What follows belongs to an exercise in optimizing a design on an open flow for small area and a short achievable clock period; a production flow would make more cautious choices. In this exercise RTL edits were held to simulation tests only and were not proved equivalent to the original.

<file path="design/flow/design.v">
module ternary_sum_nine #(
    parameter WIDTH = 32
) (
    input clk,
    input [WIDTH-1:0] i0,
    input [WIDTH-1:0] i1,
    input [WIDTH-1:0] i2,
    input [WIDTH-1:0] i3,
    input [WIDTH-1:0] i4,
    input [WIDTH-1:0] i5,
    input [WIDTH-1:0] i6,
    input [WIDTH-1:0] i7,
    input [WIDTH-1:0] i8,
    output [WIDTH+4-1:0] o
);
wire s0, c0;
wire s1, c1;
wire s2, c2;
wire s3, c3;
wire s4, c4;
wire s5, c5;
wire s6, c6;
wire s7, c7;
wire s8, c8;
wire s9, c9;
wire s10, c10;
wire s11, c11;
wire s12, c12;
wire s13, c13;
wire s14, c14;
wire s15, c15;
wire s16, c16;
wire s17, c17;
wire s18, c18;
wire s19, c19;
wire s20, c20;
wire s21, c21;
wire s22, c22;
wire s23, c23;
wire s24, c24;
wire s25, c25;
wire s26, c26;
wire s27, c27;
wire s28, c28;
wire s29, c29;
wire s30, c30;
wire s31, c31;
wire s32, c32;
wire s33, c33;
wire s34, c34;
wire s35, c35;
wire s36, c36;
wire s37, c37;
wire s38, c38;
wire s39, c39;
wire s40, c40;
wire s41, c41;
wire s42, c42;
wire s43, c43;
wire s44, c44;
wire s45, c45;
wire s46, c46;
wire s47, c47;
wire s48, c48;
wire s49, c49;
wire s50, c50;
wire s51, c51;
wire s52, c52;
wire s53, c53;
wire s54, c54;
wire s55, c55;
wire s56, c56;
wire s57, c57;
wire s58, c58;
wire s59, c59;
wire s60, c60;
wire s61, c61;
wire s62, c62;
wire s63, c63;
wire s64, c64;
wire s65, c65;
wire s66, c66;
wire s67, c67;
wire s68, c68;
wire s69, c69;
wire s70, c70;
wire s71, c71;
wire s72, c72;
wire s73, c73;
wire s74, c74;
wire s75, c75;
wire s76, c76;
wire s77, c77;
wire s78, c78;
wire s79, c79;
wire s80, c80;
wire s81, c81;
wire s82, c82;
wire s83, c83;
wire s84, c84;
wire s85, c85;
wire s86, c86;
wire s87, c87;
wire s88, c88;
wire s89, c89;
wire s90, c90;
wire s91, c91;
wire s92, c92;
wire s93, c93;
wire s94, c94;
wire s95, c95;
wire s96, c96;
wire s97, c97;
wire s98, c98;
wire s99, c99;
wire s100, c100;
wire s101, c101;
wire s102, c102;
wire s103, c103;
wire s104, c104;
wire s105, c105;
wire s106, c106;
wire s107, c107;
wire s108, c108;
wire s109, c109;
wire s110, c110;
wire s111, c111;
wire s112, c112;
wire s113, c113;
wire s114, c114;
wire s115, c115;
wire s116, c116;
wire s117, c117;
wire s118, c118;
wire s119, c119;
wire s120, c120;
wire s121, c121;
wire s122, c122;
wire s123, c123;
wire s124, c124;
wire s125, c125;
wire s126, c126;
wire s127, c127;
wire s128, c128;
wire s129, c129;
wire s130, c130;
wire s131, c131;
wire s132, c132;
wire s133, c133;
wire s134, c134;
wire s135, c135;
wire s136, c136;
wire s137, c137;
wire s138, c138;
wire s139, c139;
wire s140, c140;
wire s141, c141;
wire s142, c142;
wire s143, c143;
wire s144, c144;
wire s145, c145;
wire s146, c146;
wire s147, c147;
wire s148, c148;
wire s149, c149;
wire s150, c150;
wire s151, c151;
wire s152, c152;
wire s153, c153;
wire s154, c154;
wire s155, c155;
wire s156, c156;
wire s157, c157;
wire s158, c158;
wire s159, c159;
wire s160, c160;
wire s161, c161;
wire s162, c162;
wire s163, c163;
wire s164, c164;
wire s165, c165;
wire s166, c166;
wire s167, c167;
wire s168, c168;
wire s169, c169;
wire s170, c170;
wire s171, c171;
wire s172, c172;
wire s173, c173;
wire s174, c174;
wire s175, c175;
wire s176, c176;
wire s177, c177;
wire s178, c178;
wire s179, c179;
wire s180, c180;
wire s181, c181;
wire s182, c182;
wire s183, c183;
wire s184, c184;
wire s185, c185;
wire s186, c186;
wire s187, c187;
wire s188, c188;
wire s189, c189;
wire s190, c190;
reg r1_c0_0;
reg r1_c1_0;
reg r1_c1_1;
reg r1_c1_2;
reg r1_c2_0;
reg r1_c2_1;
reg r1_c3_0;
reg r1_c3_1;
reg r1_c3_2;
reg r1_c4_0;
reg r1_c4_1;
reg r1_c4_2;
reg r1_c5_0;
reg r1_c5_1;
reg r1_c5_2;
reg r1_c6_0;
reg r1_c6_1;
reg r1_c6_2;
reg r1_c7_0;
reg r1_c7_1;
reg r1_c7_2;
reg r1_c8_0;
reg r1_c8_1;
reg r1_c8_2;
reg r1_c9_0;
reg r1_c9_1;
reg r1_c9_2;
reg r1_c10_0;
reg r1_c10_1;
reg r1_c10_2;
reg r1_c11_0;
reg r1_c11_1;
reg r1_c11_2;
reg r1_c12_0;
reg r1_c12_1;
reg r1_c12_2;
reg r1_c13_0;
reg r1_c13_1;
reg r1_c13_2;
reg r1_c14_0;
reg r1_c14_1;
reg r1_c14_2;
reg r1_c15_0;
reg r1_c15_1;
reg r1_c15_2;
reg r1_c16_0;
reg r1_c16_1;
reg r1_c16_2;
reg r1_c17_0;
reg r1_c17_1;
reg r1_c17_2;
reg r1_c18_0;
reg r1_c18_1;
reg r1_c18_2;
reg r1_c19_0;
reg r1_c19_1;
reg r1_c19_2;
reg r1_c20_0;
reg r1_c20_1;
reg r1_c20_2;
reg r1_c21_0;
reg r1_c21_1;
reg r1_c21_2;
reg r1_c22_0;
reg r1_c22_1;
reg r1_c22_2;
reg r1_c23_0;
reg r1_c23_1;
reg r1_c23_2;
reg r1_c24_0;
reg r1_c24_1;
reg r1_c24_2;
reg r1_c25_0;
reg r1_c25_1;
reg r1_c25_2;
reg r1_c26_0;
reg r1_c26_1;
reg r1_c26_2;
reg r1_c27_0;
reg r1_c27_1;
reg r1_c27_2;
reg r1_c28_0;
reg r1_c28_1;
reg r1_c28_2;
reg r1_c29_0;
reg r1_c29_1;
reg r1_c29_2;
reg r1_c30_0;
reg r1_c30_1;
reg r1_c30_2;
reg r1_c31_0;
reg r1_c31_1;
reg r1_c31_2;
reg r1_c32_0;
reg r1_c32_1;
reg r1_c33_0;
reg r1_c33_1;
wire s191, c191;
wire s192, c192;
wire s193, c193;
wire s194, c194;
wire s195, c195;
wire s196, c196;
wire s197, c197;
wire s198, c198;
wire s199, c199;
wire s200, c200;
wire s201, c201;
wire s202, c202;
wire s203, c203;
wire s204, c204;
wire s205, c205;
wire s206, c206;
wire s207, c207;
wire s208, c208;
wire s209, c209;
wire s210, c210;
wire s211, c211;
wire s212, c212;
wire s213, c213;
wire s214, c214;
wire s215, c215;
wire s216, c216;
wire s217, c217;
wire s218, c218;
wire s219, c219;
wire s220, c220;
wire s221, c221;
wire s222, c222;
wire s223, c223;
wire [35:0] row_a, row_b;
reg [35:0] o_r;
assign {c0, s0} = i0[0] + i1[0] + i2[0];
assign {c1, s1} = i3[0] + i4[0] + i5[0];
assign {c2, s2} = i6[0] + i7[0] + i8[0];
assign {c3, s3} = s0 + s1 + s2;
assign {c4, s4} = i0[1] + i1[1] + i2[1];
assign {c5, s5} = i3[1] + i4[1] + i5[1];
assign {c6, s6} = i6[1] + i7[1] + i8[1];
assign {c7, s7} = c0 + c1 + c2;
assign {c8, s8} = s4 + s5 + s6;
assign {c9, s9} = i0[2] + i1[2] + i2[2];
assign {c10, s10} = i3[2] + i4[2] + i5[2];
assign {c11, s11} = i6[2] + i7[2] + i8[2];
assign {c12, s12} = c4 + c5 + c6;
assign {c13, s13} = s9 + s10 + s11;
assign {c14, s14} = c7 + c8 + s12;
assign {c15, s15} = i0[3] + i1[3] + i2[3];
assign {c16, s16} = i3[3] + i4[3] + i5[3];
assign {c17, s17} = i6[3] + i7[3] + i8[3];
assign {c18, s18} = c9 + c10 + c11;
assign {c19, s19} = s15 + s16 + s17;
assign {c20, s20} = c12 + c13 + s18;
assign {c21, s21} = i0[4] + i1[4] + i2[4];
assign {c22, s22} = i3[4] + i4[4] + i5[4];
assign {c23, s23} = i6[4] + i7[4] + i8[4];
assign {c24, s24} = c15 + c16 + c17;
assign {c25, s25} = s21 + s22 + s23;
assign {c26, s26} = c18 + c19 + s24;
assign {c27, s27} = i0[5] + i1[5] + i2[5];
assign {c28, s28} = i3[5] + i4[5] + i5[5];
assign {c29, s29} = i6[5] + i7[5] + i8[5];
assign {c30, s30} = c21 + c22 + c23;
assign {c31, s31} = s27 + s28 + s29;
assign {c32, s32} = c24 + c25 + s30;
assign {c33, s33} = i0[6] + i1[6] + i2[6];
assign {c34, s34} = i3[6] + i4[6] + i5[6];
assign {c35, s35} = i6[6] + i7[6] + i8[6];
assign {c36, s36} = c27 + c28 + c29;
assign {c37, s37} = s33 + s34 + s35;
assign {c38, s38} = c30 + c31 + s36;
assign {c39, s39} = i0[7] + i1[7] + i2[7];
assign {c40, s40} = i3[7] + i4[7] + i5[7];
assign {c41, s41} = i6[7] + i7[7] + i8[7];
assign {c42, s42} = c33 + c34 + c35;
assign {c43, s43} = s39 + s40 + s41;
assign {c44, s44} = c36 + c37 + s42;
assign {c45, s45} = i0[8] + i1[8] + i2[8];
assign {c46, s46} = i3[8] + i4[8] + i5[8];
assign {c47, s47} = i6[8] + i7[8] + i8[8];
assign {c48, s48} = c39 + c40 + c41;
assign {c49, s49} = s45 + s46 + s47;
assign {c50, s50} = c42 + c43 + s48;
assign {c51, s51} = i0[9] + i1[9] + i2[9];
assign {c52, s52} = i3[9] + i4[9] + i5[9];
assign {c53, s53} = i6[9] + i7[9] + i8[9];
assign {c54, s54} = c45 + c46 + c47;
assign {c55, s55} = s51 + s52 + s53;
assign {c56, s56} = c48 + c49 + s54;
assign {c57, s57} = i0[10] + i1[10] + i2[10];
assign {c58, s58} = i3[10] + i4[10] + i5[10];
assign {c59, s59} = i6[10] + i7[10] + i8[10];
assign {c60, s60} = c51 + c52 + c53;
assign {c61, s61} = s57 + s58 + s59;
assign {c62, s62} = c54 + c55 + s60;
assign {c63, s63} = i0[11] + i1[11] + i2[11];
assign {c64, s64} = i3[11] + i4[11] + i5[11];
assign {c65, s65} = i6[11] + i7[11] + i8[11];
assign {c66, s66} = c57 + c58 + c59;
assign {c67, s67} = s63 + s64 + s65;
assign {c68, s68} = c60 + c61 + s66;
assign {c69, s69} = i0[12] + i1[12] + i2[12];
assign {c70, s70} = i3[12] + i4[12] + i5[12];
assign {c71, s71} = i6[12] + i7[12] + i8[12];
assign {c72, s72} = c63 + c64 + c65;
assign {c73, s73} = s69 + s70 + s71;
assign {c74, s74} = c66 + c67 + s72;
assign {c75, s75} = i0[13] + i1[13] + i2[13];
assign {c76, s76} = i3[13] + i4[13] + i5[13];
assign {c77, s77} = i6[13] + i7[13] + i8[13];
assign {c78, s78} = c69 + c70 + c71;
assign {c79, s79} = s75 + s76 + s77;
assign {c80, s80} = c72 + c73 + s78;
assign {c81, s81} = i0[14] + i1[14] + i2[14];
assign {c82, s82} = i3[14] + i4[14] + i5[14];
assign {c83, s83} = i6[14] + i7[14] + i8[14];
assign {c84, s84} = c75 + c76 + c77;
assign {c85, s85} = s81 + s82 + s83;
assign {c86, s86} = c78 + c79 + s84;
assign {c87, s87} = i0[15] + i1[15] + i2[15];
assign {c88, s88} = i3[15] + i4[15] + i5[15];
assign {c89, s89} = i6[15] + i7[15] + i8[15];
assign {c90, s90} = c81 + c82 + c83;
assign {c91, s91} = s87 + s88 + s89;
assign {c92, s92} = c84 + c85 + s90;
assign {c93, s93} = i0[16] + i1[16] + i2[16];
assign {c94, s94} = i3[16] + i4[16] + i5[16];
assign {c95, s95} = i6[16] + i7[16] + i8[16];
assign {c96, s96} = c87 + c88 + c89;
assign {c97, s97} = s93 + s94 + s95;
assign {c98, s98} = c90 + c91 + s96;
assign {c99, s99} = i0[17] + i1[17] + i2[17];
assign {c100, s100} = i3[17] + i4[17] + i5[17];
assign {c101, s101} = i6[17] + i7[17] + i8[17];
assign {c102, s102} = c93 + c94 + c95;
assign {c103, s103} = s99 + s100 + s101;
assign {c104, s104} = c96 + c97 + s102;
assign {c105, s105} = i0[18] + i1[18] + i2[18];
assign {c106, s106} = i3[18] + i4[18] + i5[18];
assign {c107, s107} = i6[18] + i7[18] + i8[18];
assign {c108, s108} = c99 + c100 + c101;
assign {c109, s109} = s105 + s106 + s107;
assign {c110, s110} = c102 + c103 + s108;
assign {c111, s111} = i0[19] + i1[19] + i2[19];
assign {c112, s112} = i3[19] + i4[19] + i5[19];
assign {c113, s113} = i6[19] + i7[19] + i8[19];
assign {c114, s114} = c105 + c106 + c107;
assign {c115, s115} = s111 + s112 + s113;
assign {c116, s116} = c108 + c109 + s114;
assign {c117, s117} = i0[20] + i1[20] + i2[20];
assign {c118, s118} = i3[20] + i4[20] + i5[20];
assign {c119, s119} = i6[20] + i7[20] + i8[20];
assign {c120, s120} = c111 + c112 + c113;
assign {c121, s121} = s117 + s118 + s119;
assign {c122, s122} = c114 + c115 + s120;
assign {c123, s123} = i0[21] + i1[21] + i2[21];
assign {c124, s124} = i3[21] + i4[21] + i5[21];
assign {c125, s125} = i6[21] + i7[21] + i8[21];
assign {c126, s126} = c117 + c118 + c119;
assign {c127, s127} = s123 + s124 + s125;
assign {c128, s128} = c120 + c121 + s126;
assign {c129, s129} = i0[22] + i1[22] + i2[22];
assign {c130, s130} = i3[22] + i4[22] + i5[22];
assign {c131, s131} = i6[22] + i7[22] + i8[22];
assign {c132, s132} = c123 + c124 + c125;
assign {c133, s133} = s129 + s130 + s131;
assign {c134, s134} = c126 + c127 + s132;
assign {c135, s135} = i0[23] + i1[23] + i2[23];
assign {c136, s136} = i3[23] + i4[23] + i5[23];
assign {c137, s137} = i6[23] + i7[23] + i8[23];
assign {c138, s138} = c129 + c130 + c131;
assign {c139, s139} = s135 + s136 + s137;
assign {c140, s140} = c132 + c133 + s138;
assign {c141, s141} = i0[24] + i1[24] + i2[24];
assign {c142, s142} = i3[24] + i4[24] + i5[24];
assign {c143, s143} = i6[24] + i7[24] + i8[24];
assign {c144, s144} = c135 + c136 + c137;
assign {c145, s145} = s141 + s142 + s143;
assign {c146, s146} = c138 + c139 + s144;
assign {c147, s147} = i0[25] + i1[25] + i2[25];
assign {c148, s148} = i3[25] + i4[25] + i5[25];
assign {c149, s149} = i6[25] + i7[25] + i8[25];
assign {c150, s150} = c141 + c142 + c143;
assign {c151, s151} = s147 + s148 + s149;
assign {c152, s152} = c144 + c145 + s150;
assign {c153, s153} = i0[26] + i1[26] + i2[26];
assign {c154, s154} = i3[26] + i4[26] + i5[26];
assign {c155, s155} = i6[26] + i7[26] + i8[26];
assign {c156, s156} = c147 + c148 + c149;
assign {c157, s157} = s153 + s154 + s155;
assign {c158, s158} = c150 + c151 + s156;
assign {c159, s159} = i0[27] + i1[27] + i2[27];
assign {c160, s160} = i3[27] + i4[27] + i5[27];
assign {c161, s161} = i6[27] + i7[27] + i8[27];
assign {c162, s162} = c153 + c154 + c155;
assign {c163, s163} = s159 + s160 + s161;
assign {c164, s164} = c156 + c157 + s162;
assign {c165, s165} = i0[28] + i1[28] + i2[28];
assign {c166, s166} = i3[28] + i4[28] + i5[28];
assign {c167, s167} = i6[28] + i7[28] + i8[28];
assign {c168, s168} = c159 + c160 + c161;
assign {c169, s169} = s165 + s166 + s167;
assign {c170, s170} = c162 + c163 + s168;
assign {c171, s171} = i0[29] + i1[29] + i2[29];
assign {c172, s172} = i3[29] + i4[29] + i5[29];
assign {c173, s173} = i6[29] + i7[29] + i8[29];
assign {c174, s174} = c165 + c166 + c167;
assign {c175, s175} = s171 + s172 + s173;
assign {c176, s176} = c168 + c169 + s174;
assign {c177, s177} = i0[30] + i1[30] + i2[30];
assign {c178, s178} = i3[30] + i4[30] + i5[30];
assign {c179, s179} = i6[30] + i7[30] + i8[30];
assign {c180, s180} = c171 + c172 + c173;
assign {c181, s181} = s177 + s178 + s179;
assign {c182, s182} = c174 + c175 + s180;
assign {c183, s183} = i0[31] + i1[31] + i2[31];
assign {c184, s184} = i3[31] + i4[31] + i5[31];
assign {c185, s185} = i6[31] + i7[31] + i8[31];
assign {c186, s186} = c177 + c178 + c179;
assign {c187, s187} = s183 + s184 + s185;
assign {c188, s188} = c180 + c181 + s186;
assign {c189, s189} = c183 + c184 + c185;
assign {c190, s190} = c186 + c187 + s189;
assign {c191, s191} = r1_c1_0 + r1_c1_1;
assign {c192, s192} = r1_c2_0 + r1_c2_1;
assign {c193, s193} = r1_c3_0 + r1_c3_1 + r1_c3_2;
assign {c194, s194} = r1_c4_0 + r1_c4_1 + r1_c4_2;
assign {c195, s195} = r1_c5_0 + r1_c5_1 + r1_c5_2;
assign {c196, s196} = r1_c6_0 + r1_c6_1 + r1_c6_2;
assign {c197, s197} = r1_c7_0 + r1_c7_1 + r1_c7_2;
assign {c198, s198} = r1_c8_0 + r1_c8_1 + r1_c8_2;
assign {c199, s199} = r1_c9_0 + r1_c9_1 + r1_c9_2;
assign {c200, s200} = r1_c10_0 + r1_c10_1 + r1_c10_2;
assign {c201, s201} = r1_c11_0 + r1_c11_1 + r1_c11_2;
assign {c202, s202} = r1_c12_0 + r1_c12_1 + r1_c12_2;
assign {c203, s203} = r1_c13_0 + r1_c13_1 + r1_c13_2;
assign {c204, s204} = r1_c14_0 + r1_c14_1 + r1_c14_2;
assign {c205, s205} = r1_c15_0 + r1_c15_1 + r1_c15_2;
assign {c206, s206} = r1_c16_0 + r1_c16_1 + r1_c16_2;
assign {c207, s207} = r1_c17_0 + r1_c17_1 + r1_c17_2;
assign {c208, s208} = r1_c18_0 + r1_c18_1 + r1_c18_2;
assign {c209, s209} = r1_c19_0 + r1_c19_1 + r1_c19_2;
assign {c210, s210} = r1_c20_0 + r1_c20_1 + r1_c20_2;
assign {c211, s211} = r1_c21_0 + r1_c21_1 + r1_c21_2;
assign {c212, s212} = r1_c22_0 + r1_c22_1 + r1_c22_2;
assign {c213, s213} = r1_c23_0 + r1_c23_1 + r1_c23_2;
assign {c214, s214} = r1_c24_0 + r1_c24_1 + r1_c24_2;
assign {c215, s215} = r1_c25_0 + r1_c25_1 + r1_c25_2;
assign {c216, s216} = r1_c26_0 + r1_c26_1 + r1_c26_2;
assign {c217, s217} = r1_c27_0 + r1_c27_1 + r1_c27_2;
assign {c218, s218} = r1_c28_0 + r1_c28_1 + r1_c28_2;
assign {c219, s219} = r1_c29_0 + r1_c29_1 + r1_c29_2;
assign {c220, s220} = r1_c30_0 + r1_c30_1 + r1_c30_2;
assign {c221, s221} = r1_c31_0 + r1_c31_1 + r1_c31_2;
assign {c222, s222} = r1_c32_0 + r1_c32_1;
assign {c223, s223} = r1_c33_0 + r1_c33_1;
assign row_a = {1'b0, c223, c222, s222, c220, c219, c218, c217, c216, c215, c214, c213, c212, c211, c210, c209, c208, c207, c206, c205, c204, c203, c202, c201, c200, c199, c198, c197, c196, c195, c194, c193, c192, c191, r1_c1_2, r1_c0_0};
assign row_b = {1'b0, 1'b0, s223, c221, s221, s220, s219, s218, s217, s216, s215, s214, s213, s212, s211, s210, s209, s208, s207, s206, s205, s204, s203, s202, s201, s200, s199, s198, s197, s196, s195, s194, s193, s192, s191, 1'b0};
always @(posedge clk) begin
    r1_c0_0 <= s3;
    r1_c1_0 <= c3;
    r1_c1_1 <= s7;
    r1_c1_2 <= s8;
    r1_c2_0 <= s13;
    r1_c2_1 <= s14;
    r1_c3_0 <= s19;
    r1_c3_1 <= c14;
    r1_c3_2 <= s20;
    r1_c4_0 <= s25;
    r1_c4_1 <= c20;
    r1_c4_2 <= s26;
    r1_c5_0 <= s31;
    r1_c5_1 <= c26;
    r1_c5_2 <= s32;
    r1_c6_0 <= s37;
    r1_c6_1 <= c32;
    r1_c6_2 <= s38;
    r1_c7_0 <= s43;
    r1_c7_1 <= c38;
    r1_c7_2 <= s44;
    r1_c8_0 <= s49;
    r1_c8_1 <= c44;
    r1_c8_2 <= s50;
    r1_c9_0 <= s55;
    r1_c9_1 <= c50;
    r1_c9_2 <= s56;
    r1_c10_0 <= s61;
    r1_c10_1 <= c56;
    r1_c10_2 <= s62;
    r1_c11_0 <= s67;
    r1_c11_1 <= c62;
    r1_c11_2 <= s68;
    r1_c12_0 <= s73;
    r1_c12_1 <= c68;
    r1_c12_2 <= s74;
    r1_c13_0 <= s79;
    r1_c13_1 <= c74;
    r1_c13_2 <= s80;
    r1_c14_0 <= s85;
    r1_c14_1 <= c80;
    r1_c14_2 <= s86;
    r1_c15_0 <= s91;
    r1_c15_1 <= c86;
    r1_c15_2 <= s92;
    r1_c16_0 <= s97;
    r1_c16_1 <= c92;
    r1_c16_2 <= s98;
    r1_c17_0 <= s103;
    r1_c17_1 <= c98;
    r1_c17_2 <= s104;
    r1_c18_0 <= s109;
    r1_c18_1 <= c104;
    r1_c18_2 <= s110;
    r1_c19_0 <= s115;
    r1_c19_1 <= c110;
    r1_c19_2 <= s116;
    r1_c20_0 <= s121;
    r1_c20_1 <= c116;
    r1_c20_2 <= s122;
    r1_c21_0 <= s127;
    r1_c21_1 <= c122;
    r1_c21_2 <= s128;
    r1_c22_0 <= s133;
    r1_c22_1 <= c128;
    r1_c22_2 <= s134;
    r1_c23_0 <= s139;
    r1_c23_1 <= c134;
    r1_c23_2 <= s140;
    r1_c24_0 <= s145;
    r1_c24_1 <= c140;
    r1_c24_2 <= s146;
    r1_c25_0 <= s151;
    r1_c25_1 <= c146;
    r1_c25_2 <= s152;
    r1_c26_0 <= s157;
    r1_c26_1 <= c152;
    r1_c26_2 <= s158;
    r1_c27_0 <= s163;
    r1_c27_1 <= c158;
    r1_c27_2 <= s164;
    r1_c28_0 <= s169;
    r1_c28_1 <= c164;
    r1_c28_2 <= s170;
    r1_c29_0 <= s175;
    r1_c29_1 <= c170;
    r1_c29_2 <= s176;
    r1_c30_0 <= s181;
    r1_c30_1 <= c176;
    r1_c30_2 <= s182;
    r1_c31_0 <= s187;
    r1_c31_1 <= c182;
    r1_c31_2 <= s188;
    r1_c32_0 <= c188;
    r1_c32_1 <= s190;
    r1_c33_0 <= c189;
    r1_c33_1 <= c190;
    o_r <= row_a + row_b;
end
assign o = o_r;
endmodule
</file>
<file path="design/flow/flow/run.sh">
#!/bin/bash
set -e
export BUFFER_PORTS_ARGS="-buffer_cell sky130_fd_sc_hd__buf_1"
bash standard.sh > standard.log 2>&1
</file>
<file path="design/flow/standard.sh">
#!/bin/bash
# synth_recipe.tcl (not shown) runs the flow's synth.tcl, then flattens the netlist and writes it again
# the make line also repeats each setting of config.mk as NAME=value (left out here)
make -C /OpenROAD-flow-scripts/flow DESIGN_CONFIG=/design/flow/config.mk WORK_HOME=/design/flow/orfs CLKGATE_MAP_FILE= SYNTH_SCRIPT=/design/flow/synth_recipe.tcl "${@:-finish}"
</file>
<file path="design/flow/config.mk">
export PLATFORM = sky130hd
export DESIGN_NAME = ternary_sum_nine
export DESIGN_NICKNAME = ternary_sum_nine
export VERILOG_FILES = /design/flow/design.v
export SDC_FILE = /design/flow/constraint.sdc
export NUM_CORES = 4
export LEC_CHECK = 0
export ABC_AREA = 1
export CAP_MARGIN = 20
export CORE_MARGIN = 2
export CORE_UTILIZATION = 60
export CTS_BUF_LIST = sky130_fd_sc_hd__clkbuf_4
export SETUP_SLACK_MARGIN = 3.3
export SLEW_MARGIN = 20
</file>
<file path="design/flow/constraint.sdc">
create_clock -name core_clock -period 5.5 [get_ports {clk}]
set_input_delay 1.1000 -clock core_clock [delete_from_list [all_inputs] [get_ports {clk}]]
set_output_delay 1.1000 -clock core_clock [all_outputs]
set_load 0.01 [all_outputs]
</file>
==> results of run 1 <==
-- synth_stat cells --
library cell	instances	area [sq um]
a21o_1	1	7.51
a21oi_1	39	195
a31oi_1	1	6.26
dfxtp_1	133	2660
fa_1	221	4420
ha_1	37	463
inv_1	91	342
nand2_1	172	646
nand2_2	3	18.8
nand3_1	28	140
nand3b_1	1	7.51
nand4_1	1	6.26
nor2_1	49	184
nor2_2	2	12.5
nor3_1	5	25.0
nor3_2	1	10.0
nor4_1	2	12.5
o21ai_0	24	120
o21ai_1	1	5.00
o21bai_1	1	7.51
xor2_1	16	140
-- layout by cell type (no fill, tap or decap), types with 9 or more instances in the layout --
cell      synthesis  routed
nor2_2            2      16
ha_4              0      29
o21ai_0          24      12
nor2_1           49      33
o21ai_1           1      10
clkbuf_4          0      18
fa_1            221     118
nand2_4           0       9
dfxtp_1         133     120
fa_2              0     103
inv_1            91      88
clkbuf_2          0      33
buf_1             0     290
a21oi_2           0      24
a21oi_1          39      10
buf_4             0      15
nand2_1         172     129
xor2_1           16      16
dfxtp_2           0      13
nand2_2           3      37
nand3_1          28      22
-- critical path, stage by stage, from the launching register on --
cell and delay, ns:
dfxtp_2 0.34, fa_1 0.59, ha_4 0.24, a21oi_4 0.16, nor2_1 0.06, nor2_1 0.16
nand2_2 0.12, nand2_1 0.12, nand2_2 0.11, nand2_2 0.09, nand2_1 0.05, nand2_1 0.06
nand2_1 0.05
-- path summary, 6_finish.rpt --
check             startpoint      end  depth (start not counted)
hold / removal       r1_c0_0   o_r[0]                          0
setup reg to reg     r1_c5_1  o_r[28]                         12
hold reg to reg      r1_c0_0   o_r[0]                          0
setup / recovery     r1_c5_1  o_r[28]                         12
-- routing by layer --
layer | track usage (%) | up-vias
li1 | - | 3290
met1 | 28.6 | 3416
met2 | 46.2 | 252
met3 | 5.70 | 32
met4 | 6.84 | 0
met5 | 0 | -
-- cell families (layout without fill, tap and decap cells) --
family	count (synthesis)	count (layout)	synth area share [%]
flip-flops	133	133	28.2
XOR/XNOR	16	16	1.49
AO/OA/AOI/OAI	67	67	3.62
adder cells (fa/ha/maj)	258	258	51.8
buffers and inverters	91	463	3.62
other	0	1	0
AND/OR/NAND/NOR	264	264	11.3
-- timing repair --
| item | 4_1_cts | 5_1_grt |
|---|---|---|
| setup endpoints to repair | 23 | 56 |
| endpoints found under the hold margin | 0 | 0 |
| resized for setup | 44 | 182 |
| pin swaps | 7 | 55 |
| buffers inserted | 2 | 14 |
-- layout make-up --
cell class                      count  area [sq um]
Antenna cell                        1          2.50
Clock buffer                       18           135
Clock inverter                     14           161
Fill cell                         933          2810
Inverter                           91           342
Multi-Input combinational cell    605          7480
Sequential cell                   133          2680
Tap cell                          211           264
Timing Repair Buffer              340          1380
==> impl_metrics.toml, run 1 <==
[yosys]
ys_ff_latch = 133
synth_cell_types = 21
yosys_warnings = 1
synthCells = 829
ys_seq_area_share_pct = 28.2
syn-mean-instance-area_sq_um = 11.4
syn_nets = 1376
synthesis.area_sq_um = 9440

[worst_setup_path]
crit_path_end_kind = "flip-flop"
critPathLaunchType = "flip-flop"
crit_type = "flip-flop to flip-flop"
cp_data_required_time_ns = 5.97
reg2reg_slack_ns = 3.25
worst_ep_arrival_time_ns = 2.72
cp_max_fo = 5

[floorplan]
core_area_sq_um = 15300
chipWidth_microns = 129
start_util_pct = 61.8
rows = 45
die_y_microns = 129
dieArea_sq_um = 16700
ioPinCount = 325

[timing]
tightest_slew_ns = 0.278
rsz0062_at_grt = "yes"
final.setup.worst_slack_ns = 3.25
period_needed_ns = 2.25
fmax_mhz = 445
whs_ns = 0.350
finalHoldViolCount = 0
period_share_pct = 40.8
setup_tns_ns = 0
finalSetupViolations = 0
final.setup_skew_ns = 0.0231
relSlewSlack_pct = 81.2
maxSlewViolCount = 0

[clocking]
cts-hold-fix-buffers = 0
clk_path_buf_depth = 2
clk_pin_slew_ns = 0.13
cts_buffers = 17
clk_latency_ns = 0.56
cts.sinks = 133
root_buffer = "clkbuf_4"
cts_tree = "yes"
h-tree-depth = 4

[global_route]
grt_max_degree = 17
track_usage_pct = 24.8
grt_overflow = 0
antenna_found_initial = 1
grt_pass1_vias = 7327
grt_pass1_wl_mm = 31.9

[final_layout]
final_area_sq_um = 12400
area_growth_pct = 31.9
fin_util_pct = 81.6
nets = 1735
largest-register = "o_r"
instances_no_fill = 1413
drive_gt1_share_pct = 28.0
largest_reg_flops = 36

[place]
io_buffer_count = 324
pre_cts_ws_ns = 2.75
place_area_sq_um = 11200
globalplace.congestion = 0.883
dpl.hpwl_mm = 16.7
place_inst = 1364

[routing]
totalWireLength_mm = 21.1
num_vias = 6990
viasPerCell = 4.95
wl_per_cell_microns = 14.9
routedLengthMet1_mm = 7.94
drt-pass1-iter-count = 5
highest_layer = "met4"
met3_length_mm = 1.25
dr_wl_met2_mm = 11.5
drtIter0Drc = 271
drc_errors = 0
ant_nets = 0

[job]
maxCapViolCount = 0

[hold_path]
holdCritPathClass = "flip-flop to flip-flop"

[status]
outcome = "no timing/DRC/antenna violations"
==> run 2: changes to the inputs <==
==> design/flow/flow/run.sh (replaced) <==
#!/bin/bash
set -e
export BUFFER_PORTS_ARGS="-buffer_cell sky130_fd_sc_hd__buf_1"
export CTS_ARGS="-sink_clustering_enable -repair_clock_nets -dont_use_dummy_load -buf_list sky130_fd_sc_hd__clkbuf_8"
bash standard.sh > standard.log 2>&1
--- a/design/flow/config.mk
+++ b/design/flow/config.mk
@@ -9,6 +9,5 @@
 export CAP_MARGIN = 20
 export CORE_MARGIN = 2
 export CORE_UTILIZATION = 60
-export CTS_BUF_LIST = sky130_fd_sc_hd__clkbuf_4
-export SETUP_SLACK_MARGIN = 3.3
+export SETUP_SLACK_MARGIN = 3.2
 export SLEW_MARGIN = 20
==> run 2 against run 1 <==
Compared with the run above:
- highest routed layer unchanged
- area after synthesis did not move
- critical path depth fell by 8
- sequential cell count did not move
- critical path type is now input port to flip-flop
- global-route usage fell by 1.1 points
==> impl_metrics.toml, run 2 <==
[yosys]
ys_ff_latch = 133
synthCells = 829
synth-async-reset-ratio_pct = 0
syn-mean-instance-area_sq_um = 11.4
yosys.area.top_type_share_pct = 46.9
netlist_top_cells_count = "221 x fa_1, 172 x nand2_1, 133 x dfxtp_1"
synth_top_area_cell = "fa_1"
ys_seq_area_share_pct = 28.2
syn_nets = 1376
yosys_most_used_dff = "dfxtp_1"
yosys_warnings = 1
ys_top_cells_by_area = "fa_1 47%, dfxtp_1 28%, nand2_1 6.8%"
synth_most_common_cell = "fa_1"
synthesis.area_sq_um = 9440
synth_cell_types = 21
synth_edf_count = 0

[final_layout]
instances_no_fill = 1384
multi_input_area_sq_um = 7080
final_common_cell = "buf_1"
largest-register = "o_r"
drive_gt1_share_pct = 17.5
fin_util_pct = 77.5
seq_area_sq_um = 2660
diodes = 0
final_cell_mix = "323 x buf_1, 150 x nand2_1, 133 x dfxtp_1"
area_growth_pct = 25.4
nets = 1722
n_fill_cell = 1028
largest_reg_flops = 36

[worst_setup_path]
crit_type = "input port to flip-flop"
cp_data_required_time_ns = 5.81
cp_max_fo = 1
worst_ep_arrival_time_ns = 2.61
slowest_delay_ns = 0.59
cp_slowest_cell = "fa_2"
path_buf_inv = 1
crit_path_end_kind = "flip-flop"
critPathLaunchType = "input port"
crit_family = "adder cells"
path_cells = "buf_6 > fa_2 > fa_2 > fa_1"
cpMostUsedCell = "fa_2"

[global_route]
antenna_found_initial = 0
grt_pass1_vias = 7151
grt_pass1_wl_mm = 30.6
grt_overflow = 0
track_usage_pct = 23.7
grt_max_degree = 17

[routing]
drc_errors = 0
wl_per_cell_microns = 13.9
num_vias = 6748
viasPerCell = 4.88
totalWireLength_mm = 19.3
drt-pass1-iter-count = 4
ant_nets = 0
drtIter0Drc = 220

[clocking]
root_buffer = "clkbuf_8"
cts-hold-fix-buffers = 0
cts_buffers = 17
clk_path_buf_depth = 2
h-tree-depth = 4
cts_tree = "yes"
cts.sinks = 133
clk_latency_ns = 0.44
clk_pin_slew_ns = 0.07

[floorplan]
core_area_sq_um = 15300
chipWidth_microns = 129
die_y_microns = 129
rows = 45
ioPinCount = 325
dieArea_sq_um = 16700
start_util_pct = 61.8

[place]
globalplace.congestion = 0.883
dpl.hpwl_mm = 16.7
place_inst = 1364
io_buffer_count = 324

[timing]
final.setup_skew_ns = 0.0186
fmax_mhz = 435
maxSlewViolCount = 0
finalSetupViolations = 0
period_needed_ns = 2.30
relSlewSlack_pct = 75.1
setup_tns_ns = 0
tightest_slew_ns = 0.370
finalHoldViolCount = 0
whs_ns = 0.336
rsz0062_at_grt = "yes"
period_share_pct = 41.8

[hold_path]
holdCritPathClass = "flip-flop to flip-flop"

[status]
outcome = "no timing/DRC/antenna violations"

[job]
maxCapViolCount = 0
-- run 2: final timing paths --
kind / startpoint / end / slack (ns) / cells after the start
worst max-delay path: i8[7] / r1_c8_2 / 3.20 / 4
worst min-delay path: r1_c0_0 / o_r[0] / 0.34 / 0
worst max register to register: r1_c11_0 / o_r[34] / 3.29 / 10
worst min register to register: r1_c0_0 / o_r[0] / 0.34 / 0
-- run 2: logic make-up after synthesis --
family / share of synthesized area, %
AND/OR/NAND/NOR: 11.3
XOR/XNOR: 1.49
flip-flops: 28.2
adder cells (fa/ha/maj): 51.8
buffers and inverters: 3.62
AO/OA/AOI/OAI: 3.62
-- run 2: layout make-up --
cell class,instances,area share (%)
multi-input combinational,605,59.9
sequential,133,22.5
timing repair buffer,327,10.5
inverter,91,2.89
tap,211,2.23
clock buffer,17,1.98
-- run 2: repair_timing --
action | in CTS | in global routing
setup endpoints to repair | 13 | 21
resized for setup | 4 | 89
hold endpoints to repair | 0 | 0
buffers inserted | 0 | 3
cloned | 0 | 0
pin swaps | 0 | 15
-- run 2: through the flow --
stage	setup WS (ns)	instance area [sq um]
after floorplan	2.92	9690
after global placement	2.79	11200
after detailed placement	2.75	11200
after CTS	3.20	11400
after global routing	3.14	11800
final	3.20	11800
-- run 2: worst register-to-register path: stages (launching register included) --
cell     delay [ns]
dfxtp_1        0.33
fa_1           0.58
ha_2           0.32
a21oi_2        0.15
o21ai_1        0.10
a21oi_1        0.28
nand2_4        0.12
nand2_2        0.08
nand2_1        0.05
nand2_1        0.06
nand2_1        0.05
-- run 2: metal layers --
| layer | GRT usage, % | share of wire (%) |
|---|---|---|
| met1 | 28.3 | 39 |
| met2 | 43.4 | 54 |
| met3 | 5.53 | 6.1 |
| met4 | 6.27 | 1.2 |
| met5 | 0 | 0 |
==> run 3: changes to the inputs <==
--- a/design/flow/config.mk
+++ b/design/flow/config.mk
@@ -11,3 +11,4 @@
 export CORE_UTILIZATION = 60
 export SETUP_SLACK_MARGIN = 3.2
 export SLEW_MARGIN = 20
+export TNS_END_PERCENT = 10
==> run 3 against run 2 <==
Compared with the run above:
- count of clock-buffer cells in the layout unchanged
- maximum frequency down 0.75%
- sequential share of layout area up 0.58 points
- synthesized cell count unchanged
- critical path type unchanged
- die area unchanged
- critical endpoint unchanged
- area after synthesis unchanged
- register-to-register slack worse by 0.03 ns
- global-route usage up 0.21 points
- sequential cell count unchanged
- first-iteration DRC count up 5.5%
==> impl_metrics.toml, run 3 <==
[job]
maxCapViolCount = 0

[routing]
ant_nets = 0
drtIter0Drc = 232
totalWireLength_mm = 18.8
drt-pass1-iter-count = 5
num_vias = 6741
viasPerCell = 4.87
drc_errors = 0
wl_per_cell_microns = 13.6

[worst_setup_path]
reg2reg_slack_ns = 3.26
critPathLaunchType = "input port"
cp_data_required_time_ns = 5.83
crit_type = "input port to flip-flop"
crit_path_end_kind = "flip-flop"
cp_max_fo = 1
worst_ep_arrival_time_ns = 2.64

[final_layout]
area_growth_pct = 22.2
diodes = 0
largest-register = "o_r"
instances_no_fill = 1385
nets = 1723
largest_reg_flops = 36
drive_gt1_share_pct = 9.45
final_common_cell = "buf_1"
final_area_sq_um = 11500
n_fill_cell = 1111
final_cell_mix = "324 x buf_1, 196 x fa_1, 157 x nand2_1"
fin_util_pct = 75.6

[timing]
relSlewSlack_pct = 76.3
tightest_slew_ns = 0.352
maxSlewViolCount = 0
setup_tns_ns = 0
rsz0062_at_grt = "yes"
period_share_pct = 42.1
finalHoldViolCount = 0
finalSetupViolations = 0
whs_ns = 0.332
fmax_mhz = 432
period_needed_ns = 2.32
final.setup_skew_ns = 0.0152

[clocking]
h-tree-depth = 4
clk_latency_ns = 0.45
cts.sinks = 133
cts-hold-fix-buffers = 0
clk_pin_slew_ns = 0.07
cts_buffers = 17
clk_path_buf_depth = 2
cts_tree = "yes"
root_buffer = "clkbuf_8"

[floorplan]
dieArea_sq_um = 16700
die_y_microns = 129
ioPinCount = 325
chipWidth_microns = 129
core_area_sq_um = 15300
rows = 45
start_util_pct = 61.8

[yosys]
synth_edf_count = 0
netlist_top_cells_count = "221 x fa_1, 172 x nand2_1, 133 x dfxtp_1"
synth_most_common_cell = "fa_1"
synth-async-reset-ratio_pct = 0
syn_nets = 1376
synthCells = 829
ys_top_cells_by_area = "fa_1 47%, dfxtp_1 28%, nand2_1 6.8%"
ys_seq_area_share_pct = 28.2
ys_ff_latch = 133
synth_cell_types = 21
syn-mean-instance-area_sq_um = 11.4
yosys.area.top_type_share_pct = 46.9
synthesis.area_sq_um = 9440
yosys_warnings = 1
synth_top_area_cell = "fa_1"
yosys_most_used_dff = "dfxtp_1"

[place]
place_inst = 1364
place_area_sq_um = 11000
io_buffer_count = 324
dpl.hpwl_mm = 16.5
globalplace.congestion = 0.923

[global_route]
grt_max_degree = 17
grt_pass1_vias = 7146
grt_pass1_wl_mm = 30.9
antenna_found_initial = 0
track_usage_pct = 23.9
grt_overflow = 0

[hold_path]
holdCritPathClass = "flip-flop to flip-flop"

[status]
outcome = "no timing/DRC/antenna violations"
run 3: what timing repair did:
action / 4_1_cts / 5_1_grt
endpoints found under the setup margin: 16 / 44
resized for setup: 3 / 72
buffers inserted: 0 / 4
gates cloned: 0 / 0
pin swaps: 0 / 10
run 3: final cells by class:
cell class / instances / area (sq um) / share of cell area, %
Multi-Input combinational cell: 605 / 6780 / 58.8
Inverter: 91 / 342 / 2.96
Clock buffer: 17 / 234 / 2.03
Sequential cell: 133 / 2660 / 23.1
Tap cell: 211 / 264 / 2.29
Timing Repair Buffer: 328 / 1250 / 10.8
run 3: worst max-delay path, cell delays in order:
cell and delay (ns):
buf_1 0.09, fa_1 0.46, fa_1 0.58, fa_1 0.41
run 3: per-stage QoR:
step           setup slack (ns)
2_1_floorplan              2.87
3_3_place_gp               2.74
3_5_place_dp               2.70
4_1_cts                    3.17
5_1_grt                    3.15
6_report                   3.18
run 3: metal layers:
layer	part of all wire [%]	vias up	routed length (microns)	global-route usage (%)
li1	-	3242	-	-
met1	39	3231	7440	29.2
met2	52	241	9750	42.4
met3	7.0	27	1320	6.07
met4	1.7	0	328	6.71
met5	0	-	0	0
run 3: final timing paths:
| path | from | end | depth (start not counted) |
|---|---|---|---|
| max | i0[7] | r1_c8_2 | 4 |
| min | r1_c0_0 | o_r[0] | 0 |
| max reg2reg | r1_c15_0 | o_r[32] | 11 |
| min reg2reg | r1_c0_0 | o_r[0] | 0 |
run 3: cell families (layout without fill, tap and decap cells):
logic type,count (synthesis),after routing,share of synthesized area [%]
AOI/OAI and AO/OA,67,67,3.62
xor gates and xnor gates,16,16,1.49
adders and majority gates,258,258,51.8
buffers and inverters,91,436,3.62
DFF,133,133,28.2
and+or+nand+nor,264,264,11.3
==> run 4: changes to the inputs <==
--- a/design/flow/config.mk
+++ b/design/flow/config.mk
@@ -9,6 +9,6 @@
 export CAP_MARGIN = 20
 export CORE_MARGIN = 2
 export CORE_UTILIZATION = 60
-export SETUP_SLACK_MARGIN = 3.2
+export SETUP_SLACK_MARGIN = 3.1
 export SLEW_MARGIN = 20
 export TNS_END_PERCENT = 10
==> run 4 against run 3 <==
Compared with the run above:
- still clean
- clock skew is 0.0023 ns higher
- count of clock-buffer cells in the layout stayed put
- utilization is 1.4 points lower
- critical path depth stayed put
- global-route usage hardly changed
- register-to-register slack worse by 0.06 ns
- final area is 1.9% lower
- via count is 0.12% higher
- first-iteration DRC count is 0.86% higher
- final cell count is 0.29% lower
- critical endpoint unchanged
- largest cell class unchanged
==> impl_metrics.toml, run 4 <==
[status]
outcome = "no timing/DRC/antenna violations"

[global_route]
grt_overflow = 0
grt_pass1_vias = 7138
antenna_found_initial = 0
track_usage_pct = 23.9
grt_pass1_wl_mm = 30.9
grt_max_degree = 17

[yosys]
ys_ff_latch = 133
synth_top_area_cell = "fa_1"
yosys.area.top_type_share_pct = 46.9
synth_edf_count = 0
syn-mean-instance-area_sq_um = 11.4
ys_top_cells_by_area = "fa_1 47%, dfxtp_1 28%, nand2_1 6.8%"
synth-async-reset-ratio_pct = 0
synth_most_common_cell = "fa_1"
syn_nets = 1376
yosys_warnings = 1
yosys_most_used_dff = "dfxtp_1"
synth_cell_types = 21
ys_seq_area_share_pct = 28.2
synthCells = 829
synthesis.area_sq_um = 9440
netlist_top_cells_count = "221 x fa_1, 172 x nand2_1, 133 x dfxtp_1"

[final_layout]
diodes = 0
final_cell_mix = "324 x buf_1, 205 x fa_1, 165 x nand2_1"
instances_no_fill = 1381
area_growth_pct = 19.9
nets = 1719
drive_gt1_share_pct = 5.47
fin_util_pct = 74.2
largest-register = "o_r"
final_common_cell = "buf_1"
largest_reg_flops = 36

[job]
maxCapViolCount = 0

[hold_path]
holdCritPathClass = "flip-flop to flip-flop"

[timing]
maxSlewViolCount = 0
period_share_pct = 42.7
rsz0062_at_grt = "yes"
setup_tns_ns = 0
finalSetupViolations = 0
fmax_mhz = 426
final.setup_skew_ns = 0.0175
period_needed_ns = 2.35
final.setup.worst_slack_ns = 3.15
tightest_slew_ns = 0.362
finalHoldViolCount = 0
relSlewSlack_pct = 75.6

[place]
io_buffer_count = 324
dpl.hpwl_mm = 16.5
pre_cts_ws_ns = 2.70
place_inst = 1364
globalplace.congestion = 0.923

[routing]
viasPerCell = 4.89
highest_layer = "met4"
routedLengthMet1_mm = 7.48
met3_length_mm = 1.21
drt-pass1-iter-count = 5
drc_errors = 0
num_vias = 6749
drtIter0Drc = 234
dr_wl_met2_mm = 9.67
wl_per_cell_microns = 13.5
ant_nets = 0
totalWireLength_mm = 18.6

[clocking]
cts.sinks = 133
h-tree-depth = 4
root_buffer = "clkbuf_8"
clk_pin_slew_ns = 0.06
cts_tree = "yes"
postCtsSetupBuffers = 0
clk_path_buf_depth = 2
clk_latency_ns = 0.45
cts_buffers = 17
cts-hold-fix-buffers = 0

[worst_setup_path]
critPathLaunchType = "input port"
cp_data_required_time_ns = 5.83
crit_path_end_kind = "flip-flop"
cp-endpoint = "r1_c8_2"
r2r-end = "o_r[32]"
worst_ep_arrival_time_ns = 2.68
reg2reg_slack_ns = 3.20
cp_max_fo = 1
critPathLaunch = "i0[7]"
reg2regPathDepth = 12
timing.rr.start = "r1_c5_0"
crit_type = "input port to flip-flop"

[floorplan]
ioPinCount = 325
start_util_pct = 61.8
core_area_sq_um = 15300
rows = 45
chipWidth_microns = 129
dieArea_sq_um = 16700
die_y_microns = 129
-- run 4: kinds of logic after synthesis --
family,share of synthesized area [%]
DFF,28.2
AOI/OAI and AO/OA,3.62
xor gates and xnor gates,1.49
adders and majority gates,51.8
and+or+nand+nor,11.3
buffers and inverters,3.62
-- run 4: area by class of cell --
type | instances | area [sq um]
flip-flops and latches | 133 | 2660
well taps | 211 | 264
clock buffers | 17 | 234
inverters | 91 | 342
repair buffers | 324 | 1220
multi-input cells | 605 | 6600
fillers | 1153 | 3940
-- run 4: metal layers --
metal | vias to the layer above | global-route usage (%)
met5 | - | 0
met4 | 0 | 6.71
met3 | 20 | 6.07
met2 | 238 | 42.3
met1 | 3253 | 29.2
li1 | 3238 | -
-- run 4: critical path: stages --
cell   delay (ns)
buf_1        0.09
fa_1         0.46
fa_1         0.60
fa_1         0.43
-- run 4: repair_timing --
item	4_1_cts	5_1_grt
pin swaps	0	1
resized for setup	1	26
endpoints found under the setup margin	1	20
-- run 4: stage by stage --
stage | cell area (sq um) | hold WS [ns]
floorplan | 9480 | 0.310
global placement | 11000 | 0.313
detailed placement | 11000 | 0.323
CTS | 11200 | 0.336
global route | 11300 | 0.350
finish | 11300 | 0.331
-- run 4: worst min-delay path by stage --
stage / from / to / slack (ns) / cells past startpoint
3_5_place_dp: r1_c0_0 / o_r[0] / 0.32 / 0
3_3_place_gp: r1_c0_0 / o_r[0] / 0.31 / 0
2_1_floorplan: r1_c0_0 / o_r[0] / 0.31 / 0
6_report: r1_c0_0 / o_r[0] / 0.33 / 0
4_1_cts: r1_c0_0 / o_r[0] / 0.34 / 0
5_1_grt: r1_c0_0 / o_r[0] / 0.35 / 0
==> run 5: changes to the inputs <==
--- a/design/flow/config.mk
+++ b/design/flow/config.mk
@@ -8,7 +8,7 @@
 export ABC_AREA = 1
 export CAP_MARGIN = 20
 export CORE_MARGIN = 2
-export CORE_UTILIZATION = 60
+export CORE_UTILIZATION = 55
 export SETUP_SLACK_MARGIN = 3.1
 export SLEW_MARGIN = 20
 export TNS_END_PERCENT = 10
==> run 5 against run 4 <==
Compared with the run above:
- die area grew 8.8%
- still clean
- critical path depth is the same
- hold slack lost 0.0053 ns
- wire length shrank 1.9%
- critical endpoint is now r1_c31_2
- register-to-register slack gained 0.02 ns
- global-route usage shrank 2.3 points
- final area grew 0.34%
- sequential cell count is the same
- via count shrank 2.6%
==> impl_metrics.toml, run 5 <==
[worst_setup_path]
critPathLaunch = "i0[30]"
worst_ep_arrival_time_ns = 2.66
reg2reg_slack_ns = 3.22
r2r-end = "o_r[34]"
cpMostUsedCell = "fa_1"
slowest_delay_ns = 0.57
crit_type = "input port to flip-flop"
cp_max_fo = 1
path_cells = "buf_1 > fa_1 > fa_1 > fa_1"
critPathLaunchType = "input port"
cp_slowest_cell = "fa_1"
reg2regPathDepth = 10
timing.rr.start = "r1_c21_0"
cp_data_required_time_ns = 5.80
crit_family = "adder cells"
path_buf_inv = 1
crit_path_end_kind = "flip-flop"

[hold_path]
worstHoldStart = "r1_c0_0"
holdCritPathClass = "flip-flop to flip-flop"
min_path_cells = 0
hold_end = "o_r[0]"

[global_route]
grt_overflow = 0
grt_max_degree = 17
grt_pass1_wl_mm = 30.7
antenna_found_initial = 0
track_usage_pct = 21.6
grt_pass1_vias = 7036

[floorplan]
die_y_microns = 135
chipWidth_microns = 135
core_area_sq_um = 16700
start_util_pct = 56.5
dieArea_sq_um = 18200
rows = 47
ioPinCount = 325

[clocking]
cts-hold-fix-buffers = 0
clk_pin_slew_ns = 0.06
clk_latency_ns = 0.43
cts_buffers = 17
root_buffer = "clkbuf_8"
cts.sinks = 133
h-tree-depth = 4
cts_tree = "yes"
clk_path_buf_depth = 2

[yosys]
syn_nets = 1376
ys_ff_latch = 133
synth-async-reset-ratio_pct = 0
synthCells = 829
netlist_top_cells_count = "221 x fa_1, 172 x nand2_1, 133 x dfxtp_1"
synthesis.area_sq_um = 9440
ys_top_cells_by_area = "fa_1 47%, dfxtp_1 28%, nand2_1 6.8%"
yosys.area.top_type_share_pct = 46.9
synth_top_area_cell = "fa_1"
synth_cell_types = 21
synth_edf_count = 0
ys_seq_area_share_pct = 28.2
yosys_warnings = 1
synth_most_common_cell = "fa_1"
syn-mean-instance-area_sq_um = 11.4
yosys_most_used_dff = "dfxtp_1"

[timing]
final.setup_skew_ns = 0.0187
setup_tns_ns = 0
final.setup.worst_slack_ns = 3.14
tightest_slew_ns = 0.391
rsz0062_at_grt = "yes"
finalSetupViolations = 0
finalHoldViolCount = 0
fmax_mhz = 423
relSlewSlack_pct = 73.7
period_share_pct = 42.9
maxSlewViolCount = 0
period_needed_ns = 2.36

[final_layout]
nets = 1720
fin_util_pct = 68.0
multi_input_area_sq_um = 6620
area_growth_pct = 20.3
final_cell_mix = "324 x buf_1, 205 x fa_1, 164 x nand2_1"
largest-register = "o_r"
drive_gt1_share_pct = 5.89
final_area_sq_um = 11400
largest_reg_flops = 36
n_fill_cell = 1390
diodes = 0
final_common_cell = "buf_1"
seq_area_sq_um = 2660

[routing]
met3_length_mm = 1.06
drt-pass1-iter-count = 5
ant_nets = 0
dr_wl_met2_mm = 9.41
drtIter0Drc = 226
num_vias = 6571
wl_per_cell_microns = 13.1
viasPerCell = 4.72
highest_layer = "met4"
drc_errors = 0
totalWireLength_mm = 18.3
routedLengthMet1_mm = 7.51

[status]
outcome = "no timing/DRC/antenna violations"

[place]
pre_cts_ws_ns = 2.69
globalplace.congestion = 0.889
place_area_sq_um = 11000
dpl.hpwl_mm = 16.6
io_buffer_count = 324

[job]
maxCapViolCount = 0
[run 5: cell counts after synthesis]
No cell type changed its count.
[run 5: cells by family (layout without fill, tap and decap cells)]
logic type	count (synthesis)	after routing	share of synthesized area (%)
buf+inv	91	433	3.62
compound gates	67	67	3.62
fa+ha+maj	258	258	51.8
flops	133	133	28.2
simple gates	264	264	11.3
xor+xnor	16	16	1.49
[run 5: repair_timing]
action | 4_1_cts | 5_1_grt
gates resized for setup | 1 | 31
setup endpoints to repair | 1 | 19
buffers inserted | 0 | 1
pin swaps | 0 | 1
gates cloned | 0 | 0
[run 5: worst max path at each step]
stage | end | cells after the start | slack, ns
after floorplan | r1_c16_2 | 3 | 2.87
after global placement | r1_c18_2 | 4 | 2.74
after detailed placement | r1_c31_2 | 4 | 2.69
after CTS | o_r[33] | 12 | 3.11
after global routing | o_r[32] | 10 | 3.08
final | r1_c31_2 | 4 | 3.14
[run 5: final cells by class]
| cell class | count | share of cell area (%) |
|---|---|---|
| Multi-Input combinational cell | 605 | 58.3 |
| Sequential cell | 133 | 23.4 |
| Tap cell | 220 | 2.42 |
| Clock buffer | 17 | 2.06 |
| Inverter | 91 | 3.01 |
| Timing Repair Buffer | 325 | 10.8 |
[run 5: metal layers]
metal / up-vias / GRT usage [%]
li1: 3234 / -
met1: 3113 / 27.0
met2: 205 / 38.3
met3: 19 / 4.62
met4: 0 / 5.96
met5: - / 0
[run 5: metrics by stage]
stage          std cells  hold WS, ns
2_1_floorplan        829        0.310
3_3_place_gp        1373        0.311
3_5_place_dp        1373        0.312
4_1_cts             1390        0.326
5_1_grt             1391        0.348
6_report            1391        0.326
==> run 6: changes to the inputs <==
--- a/design/flow/config.mk
+++ b/design/flow/config.mk
@@ -8,7 +8,7 @@
 export ABC_AREA = 1
 export CAP_MARGIN = 20
 export CORE_MARGIN = 2
-export CORE_UTILIZATION = 55
+export CORE_UTILIZATION = 65
 export SETUP_SLACK_MARGIN = 3.1
 export SLEW_MARGIN = 20
 export TNS_END_PERCENT = 10
==> run 6 against run 5 <==
Compared with the run above:
- hold slack better by 0.0076 ns
- critical endpoint is now r1_c9_2
- sequential cell count stayed put
- final cell count is 2.7% lower
- wire length is 4.9% higher
- clock skew is 0.0069 ns lower
- via count is 3.0% higher
- worst setup slack worse by 0.019 ns
- count of clock-buffer cells in the layout stayed put
- non-clock buffer count is 1 lower
- die area is 15% lower
==> impl_metrics.toml, run 6 <==
[final_layout]
final_area_sq_um = 11300
largest-register = "o_r"
drive_gt1_share_pct = 5.21
largest_reg_flops = 36
final_cell_mix = "324 x buf_1, 204 x fa_1, 168 x nand2_1"
nets = 1719
n_fill_cell = 977
area_growth_pct = 19.4
diodes = 0
final_common_cell = "buf_1"

[global_route]
grt_max_degree = 17
grt_pass1_wl_mm = 33.0
grt_pass1_vias = 7534
antenna_found_initial = 0
grt_overflow = 0
track_usage_pct = 26.9

[place]
place_area_sq_um = 10900
dpl.hpwl_mm = 16.8
io_buffer_count = 324
globalplace.congestion = 0.903

[routing]
totalWireLength_mm = 19.2
drc_errors = 0
viasPerCell = 5.00
wl_per_cell_microns = 14.1
drt-pass1-iter-count = 5
ant_nets = 0
num_vias = 6770
drtIter0Drc = 252

[yosys]
syn_nets = 1376
yosys_warnings = 1
synth-async-reset-ratio_pct = 0
yosys_most_used_dff = "dfxtp_1"
netlist_top_cells_count = "221 x fa_1, 172 x nand2_1, 133 x dfxtp_1"
synth_top_area_cell = "fa_1"
synthesis.area_sq_um = 9440
synthCells = 829
ys_seq_area_share_pct = 28.2
synth_most_common_cell = "fa_1"
yosys.area_share.xor_xnor_pct = 1.49
syn-mean-instance-area_sq_um = 11.4
muxShareOfSynthArea_pct = 0
synth_edf_count = 0
synth_cell_types = 21
synthAdderAreaFrac_pct = 51.8
synth_compound_area_share_pct = 3.62
yosys.area_share.simple_pct = 11.3
synth_top_family_by_area = "adder cells"
yosys.area.top_type_share_pct = 46.9
ys_ff_latch = 133
ys_top_cells_by_area = "fa_1 47%, dfxtp_1 28%, nand2_1 6.8%"

[floorplan]
ioPinCount = 325
start_util_pct = 65.7
core_area_sq_um = 14400
die_y_microns = 124
dieArea_sq_um = 15500
rows = 44
chipWidth_microns = 124

[timing]
final.setup_skew_ns = 0.0117
period_share_pct = 43.3
setup_tns_ns = 0
fmax_mhz = 420
relSlewSlack_pct = 74.4
maxSlewViolCount = 0
rsz0062_at_grt = "yes"
tightest_slew_ns = 0.379
period_needed_ns = 2.38
finalHoldViolCount = 0
finalSetupViolations = 0

[status]
outcome = "no timing/DRC/antenna violations"

[clocking]
cts_buffers = 17
root_buffer = "clkbuf_8"
clk_path_buf_depth = 2
clk_pin_slew_ns = 0.06
cts_tree = "yes"
h-tree-depth = 4
cts.sinks = 133
clk_latency_ns = 0.44

[worst_setup_path]
crit_type = "input port to flip-flop"
critPathLaunchType = "input port"
cp_max_fo = 1
crit_path_end_kind = "flip-flop"
path_buf_inv = 1
crit_family = "adder cells"
worst_ep_arrival_time_ns = 2.69
slowest_delay_ns = 0.61
cp_data_required_time_ns = 5.81
cp_slowest_cell = "fa_1"
cpMostUsedCell = "fa_1"
path_cells = "buf_1 > fa_1 > fa_1 > fa_1"

[hold_path]
holdCritPathClass = "flip-flop to flip-flop"

[job]
maxCapViolCount = 0
[run 6: cell type report]
class | count | area (sq um) | area share, %
clock buffers | 17 | 234 | 2.08
inverters | 91 | 342 | 3.03
multi-input cells | 605 | 6580 | 58.4
flip-flops and latches | 133 | 2660 | 23.6
well taps | 184 | 230 | 2.04
repair buffers | 324 | 1220 | 10.8
[run 6: metal layers]
layer	wire length (microns)	vias to the layer above	track usage, %
met5	0	-	0
met4	261	0	8.39
met3	1180	18	5.50
met2	10700	237	48.9
met1	7060	3272	32.1
li1	-	3243	-
[run 6: final timing paths]
kind,start,endpoint,slack [ns],cells after the start
min reg2reg,r1_c0_0,o_r[0],0.33,0
max,i0[8],r1_c9_2,3.12,4
min,r1_c0_0,o_r[0],0.33,0
max reg2reg,r1_c4_0,o_r[29],3.21,12
[run 6: worst register-to-register path, delay by kind of cell (launching register included)]
kind                       cells  cell delay (ns)
AOI/OAI and AO/OA              1             0.17
adders and majority gates      2             0.89
DFF                            1             0.33
and+or+nand+nor                9             0.80
[run 6: cell families after synthesis]
| family | Yosys count |
|---|---|
| and+or+nand+nor | 264 |
| AOI/OAI and AO/OA | 67 |
| buffers and inverters | 91 |
| DFF | 133 |
| adders and majority gates | 258 |
| xor gates and xnor gates | 16 |
[run 6: what timing repair did]
| item | CTS | global route |
|---|---|---|
| setup endpoints to repair | 1 | 15 |
| setup buffers | 0 | 0 |
| pin swaps | 0 | 1 |
| gates resized for setup | 1 | 24 |
| hold buffers | 0 | 0 |
[run 6: through the flow]
stage	hold WS [ns]	cells	util (%)	setup slack, ns
3_3_place_gp	0.312	1337	76.0	2.74
5_1_grt	0.354	1354	78.4	3.05
3_5_place_dp	0.319	1337	76.0	2.69
2_1_floorplan	0.310	829	-	2.87
6_report	0.334	1354	78.4	3.12
4_1_cts	0.334	1354	77.7	3.13

==> static timing again, ports no longer ideal <==
The results above use ideal ports. As a check the final layouts listed here were re-extracted and re-timed, cells and wires unchanged. Step 1 assumes that a clkbuf_16 drives the clock port and a buf_2 every other input. Step 2, shift: input delay + t, output delay - t, t = (earliest + latest rising clock arrival at the registers) / 2. This alone moves slack from input paths to output paths. Three values: no drivers, after step 1, after step 2; two values: the first two.
run | shift t [ns] | setup slack, ns | worst setup path after step 2 | latest minus earliest clock arrival (ns)
run 1 | 0.591 | 3.254 / 3.254 / 2.757 | input to register | 0.023 / 0.023
run 2 | 0.469 | 3.200 / 3.203 / 2.735 | input to register | 0.018 / 0.019
run 3 | 0.476 | 3.183 / 3.196 / 2.720 | input to register | 0.015 / 0.016
run 4 | 0.481 | 3.150 / 3.166 / 2.685 | input to register | 0.018 / 0.018
run 5 | 0.457 | 3.138 / 3.149 / 2.693 | input to register | 0.018 / 0.019
run 6 | 0.474 | 3.119 / 3.133 / 2.659 | input to register | 0.012 / 0.012
After both steps setup and hold are still met in every run listed. The setup slack of run 1, which loses most, moves by 0.000 ns with the drivers and by -0.497 ns with both steps.
